This design comes from an exercise in tuning for small area and a short achievable clock period on the open sky130 flow, not from production work. Where RTL was checked, it was by simulation tests only, not by an equivalence proof against the original.

==> flow/design.v (excerpt) <==
module MAC #(parameter ABIT = 16, BBIT = 16, EBIT = 8)
(
	i_clk,
	i_a, i_b, i_loadVal,
	i_load, i_add, i_useMul,
	o_result
);
Settings: LEC_CHECK=0, CAP_MARGIN=20, CORE_MARGIN=2, CORE_UTILIZATION=60, SLEW_MARGIN=20; clock period 12.0 ns.
standard.sh (not shown) runs the stock make flow with config.mk's settings and CLKGATE_MAP_FILE= SYNTH_SCRIPT=/design/flow/synth_recipe.tcl, a recipe that flattens the netlist after the stock synthesis.
==> flow/flow/run.sh <==
#!/bin/bash
set -euo pipefail
export SETUP_SLACK_MARGIN=6.5
bash standard.sh > standard.log 2>&1
The first run ran to the end with no violations.
Next try:
==> flow/flow/run.sh (replaced) <==
#!/bin/bash
set -euo pipefail
export BUFFER_PORTS_ARGS="-buffer_cell sky130_fd_sc_hd__buf_2"
bash standard.sh > standard.log 2>&1
Cell count shrinks by 6.7%.
Count of clock-buffer cells in the layout went up by 1.
Next try:
==> flow/run.sh (new file) <==
#!/bin/bash
# synth_recipe.tcl (not shown) runs the flow's synth.tcl, then flattens the netlist and writes it again
# the make line also repeats each setting of config.mk as NAME=value (left out here)
make -C /OpenROAD-flow-scripts/flow DESIGN_CONFIG=/design/flow/config.mk WORK_HOME=/design/flow/orfs CLKGATE_MAP_FILE= SYNTH_SCRIPT=/design/flow/synth_recipe.tcl finish
--- a/flow/config.mk
+++ b/flow/config.mk
@@ -10 +10 @@
-export CORE_UTILIZATION = 60
+export CORE_UTILIZATION = 40
removed: flow/flow/run.sh
removed: flow/standard.sh
Cell area goes up by 6.2%.
Worst setup slack got worse by 0.37 ns.
Synthesized area does not change.
Worst hold slack got worse by 0.027 ns.
Sequential cell count is unchanged.
Final cell count goes up by about 8%.
Critical path depth goes up by 1.
Via count goes down by 1.5%.
Global-route usage goes down by 9.5 points.
Die area goes up by about 50%.
Next try:
==> flow/flow/run.sh (new file) <==
#!/bin/bash
set -euo pipefail
export BUFFER_PORTS_ARGS="-buffer_cell sky130_fd_sc_hd__buf_2"
export SETUP_SLACK_MARGIN=6.5
bash standard.sh > standard.log 2>&1
==> flow/standard.sh (new file) <==
#!/bin/bash
# synth_recipe.tcl (not shown) runs the flow's synth.tcl, then flattens the netlist and writes it again
# the make line also repeats each setting of config.mk as NAME=value (left out here)
make -C /OpenROAD-flow-scripts/flow DESIGN_CONFIG=/design/flow/config.mk WORK_HOME=/design/flow/orfs CLKGATE_MAP_FILE= SYNTH_SCRIPT=/design/flow/synth_recipe.tcl "${@:-finish}"
--- a/flow/config.mk
+++ b/flow/config.mk
@@ -10 +10 @@
-export CORE_UTILIZATION = 40
+export CORE_UTILIZATION = 60
removed: flow/run.sh
Outcome:
- The new run finished with timing, DRC and antenna clean
- via count rises by about 8%
- setup slack improved by 1.4 ns
- wire length rose by about 5.4%
- die area goes down by about 33%
- sequential share of layout area went down by 0.67 points
- hold slack hardly moves
- final area went up by about 6%
- global-route usage went up by 11 points
Function was not checked in any run of this note: the RTL went through the layout flow alone.


Setup of build 68:
MAC, a different RTL version from the one above (not shown whole).
For scale: roughly 1200 cells after synthesis, roughly 68 flip-flops, about 120 I/O pins, ~0.010 sq mm of cells after synthesis.
Design MAC, start of the top module:
module MAC #(parameter ABIT = 16, BBIT = 16, EBIT = 8)
(
	i_clk,
	i_a, i_b, i_loadVal,
	i_load, i_add, i_useMul,
	o_result
);
==> flow/config.mk <==
export PLATFORM = sky130hd
export DESIGN_NAME = MAC
export DESIGN_NICKNAME = MAC
export VERILOG_FILES = /design/flow/design.v
export SDC_FILE = /design/flow/constraint.sdc
export NUM_CORES = 4
export LEC_CHECK = 0
export CAP_MARGIN = 20
export CORE_MARGIN = 2
export CORE_UTILIZATION = 60
export SLEW_MARGIN = 20
==> flow/constraint.sdc <==
create_clock -name core_clock -period 12.0 [get_ports {i_clk}]
set_input_delay 2.4000 -clock core_clock [delete_from_list [all_inputs] [get_ports {i_clk}]]
set_output_delay 2.4000 -clock core_clock [all_outputs]
set_load 0.01 [all_outputs]
==> flow/flow/run.sh <==
#!/bin/bash
set -euo pipefail
export BUFFER_PORTS_ARGS="-buffer_cell sky130_fd_sc_hd__buf_2"
export SETUP_SLACK_MARGIN=6.0
bash standard.sh > standard.log 2>&1
Build 68: no failed stages, no open violations at the end
What build 7 does differently from build 68 at the input level:
- CTS_BUF_LIST: unset -> sky130_fd_sc_hd__clkbuf_4 sky130_fd_sc_hd__clkbuf_8
- PLACE_DENSITY: unset -> 0.7
==> flow/flow/run.sh <==
#!/bin/bash
set -euo pipefail
export BUFFER_PORTS_ARGS="-buffer_cell sky130_fd_sc_hd__buf_2"
export SETUP_SLACK_MARGIN=6.5
bash standard.sh > standard.log 2>&1
[summary]
Build 7: full flow OK, the timing, design-rule and antenna checks passed. Build 68 has lower final routed wirelength across all metal layers than build 7. Synthesis-to-layout area growth: build 7 and build 68 compared, higher one is build 7. Worst path setup slack after routing: build 7 vs build 68 up 410 ps. Number of buffers and inverters on the critical path delta for build 7 relative to build 68: 3 lower. Final cell area: build 7 above build 68.
diff inputs: build 7 => build 65
- CAP_MARGIN changed from 20 to 5
- SLEW_MARGIN changed from 20 to 5
==> flow/flow/run.sh <==
#!/bin/bash
set -euo pipefail
export BUFFER_PORTS_ARGS="-buffer_cell sky130_fd_sc_hd__buf_2"
export SYNTH_ARGS="-noabc"
export SETUP_SLACK_MARGIN=6.5
bash standard.sh > standard.log 2>&1
Findings:
- Looking at termination of the worst setup path, the C[7] result is from build 65; the o_result[38] one comes from build 7.
- Build 65 vs build 7: global-route usage down in build 65
- The run showing the greater ratio of final minimum period to clock period is build 65.
- Build 7 has a lower endpoint required time on the critical path than build 65.
- Of build 7 and build 65, build 65 shows the higher final standard cell utilization of the core, with build 7 below it.
- Post-layout instance count excluding filler cells for build 65 is lower than for build 7.
- Build 65 vs. build 7: horizontal die dimension went down about 3.3%, summed area of non-filler cells in the final layout went down 420 sq um.
Modified inputs, build 16 compared to build 65
- a change of SLEW_MARGIN from 5 to 20
- a deleted PLACE_DENSITY that had been 0.7
- a change of CAP_MARGIN from 5 to 20
--- outcome ---
Build 16 did not stop at any stage, and its layout met the timing, design-rule and antenna checks. Sort build 16 and build 65 by number of nets in the final layout, descending, and build 16 comes first. As of build 16, post-route standard cell area excluding fillers had risen by a few percent compared to build 65. Hold path depth: build 65 vs build 16 identical. The share of final layout cell area taken by non-clock buffers reported for build 16 is greater than that of build 65 by 0.91 points. Smallest hold slack delta (build 65 -> build 16): insignificant. Compared with build 65, build 16 shows a higher post-synthesis to final-layout area growth. Build 65 → build 16: setup slack now sits lower; wire length grew by about 3%; wire length of the first global-routing pass moved up; sequential share of layout area saw a decrease.

[what the ideal ports hide]
In the flow no input, the clock included, has a driving cell. The finished layouts below were timed again as built, in two steps.
Step 1: set_driving_cell puts a clkbuf_16 on i_clk and a buf_2 on each other input, an assumption about the parent block.
Step 2 adds t to the input delays and takes it off the output delays; t is the mean of the earliest and latest rising clock arrival at the registers after step 1. Input paths then give back, and output paths get back, about the clock's delay inside the block.
Slacks: ideal / step 1 / step 2; pairs: ideal / step 1.
run	t (ns)	slack for setup (ns)	worst setup path after step 2	latest minus earliest clock arrival (ns)	pins driven straight from the clock port
the first run of note 1	0.373	6.347 / 6.301 / 6.101	input to register	0.011 / 0.012	1
the second run of note 1	0.374	5.436 / 5.463 / 5.089	input to register	0.009 / 0.009	1
the third run of note 1	0.379	5.070 / 5.090 / 4.711	input to register	0.008 / 0.007	1
the fourth run of note 1	0.381	6.489 / 6.445 / 6.124	input to register	0.006 / 0.006	1
build 68	0.376	6.164 / 6.189 / 5.813	input to register	0.010 / 0.010	1
build 7	0.382	6.578 / 6.540 / 6.163	input to register	0.013 / 0.013	1
build 65	0.407	6.540 / 6.561 / 6.154	input to register	0.016 / 0.016	1
build 16	0.412	6.469 / 6.473 / 6.060	input to register	0.018 / 0.017	1
After both steps setup and hold are still met in every run listed. For build 7, which loses most, drivers alone change the setup slack by -0.038 ns; drivers and shift together by -0.415 ns.
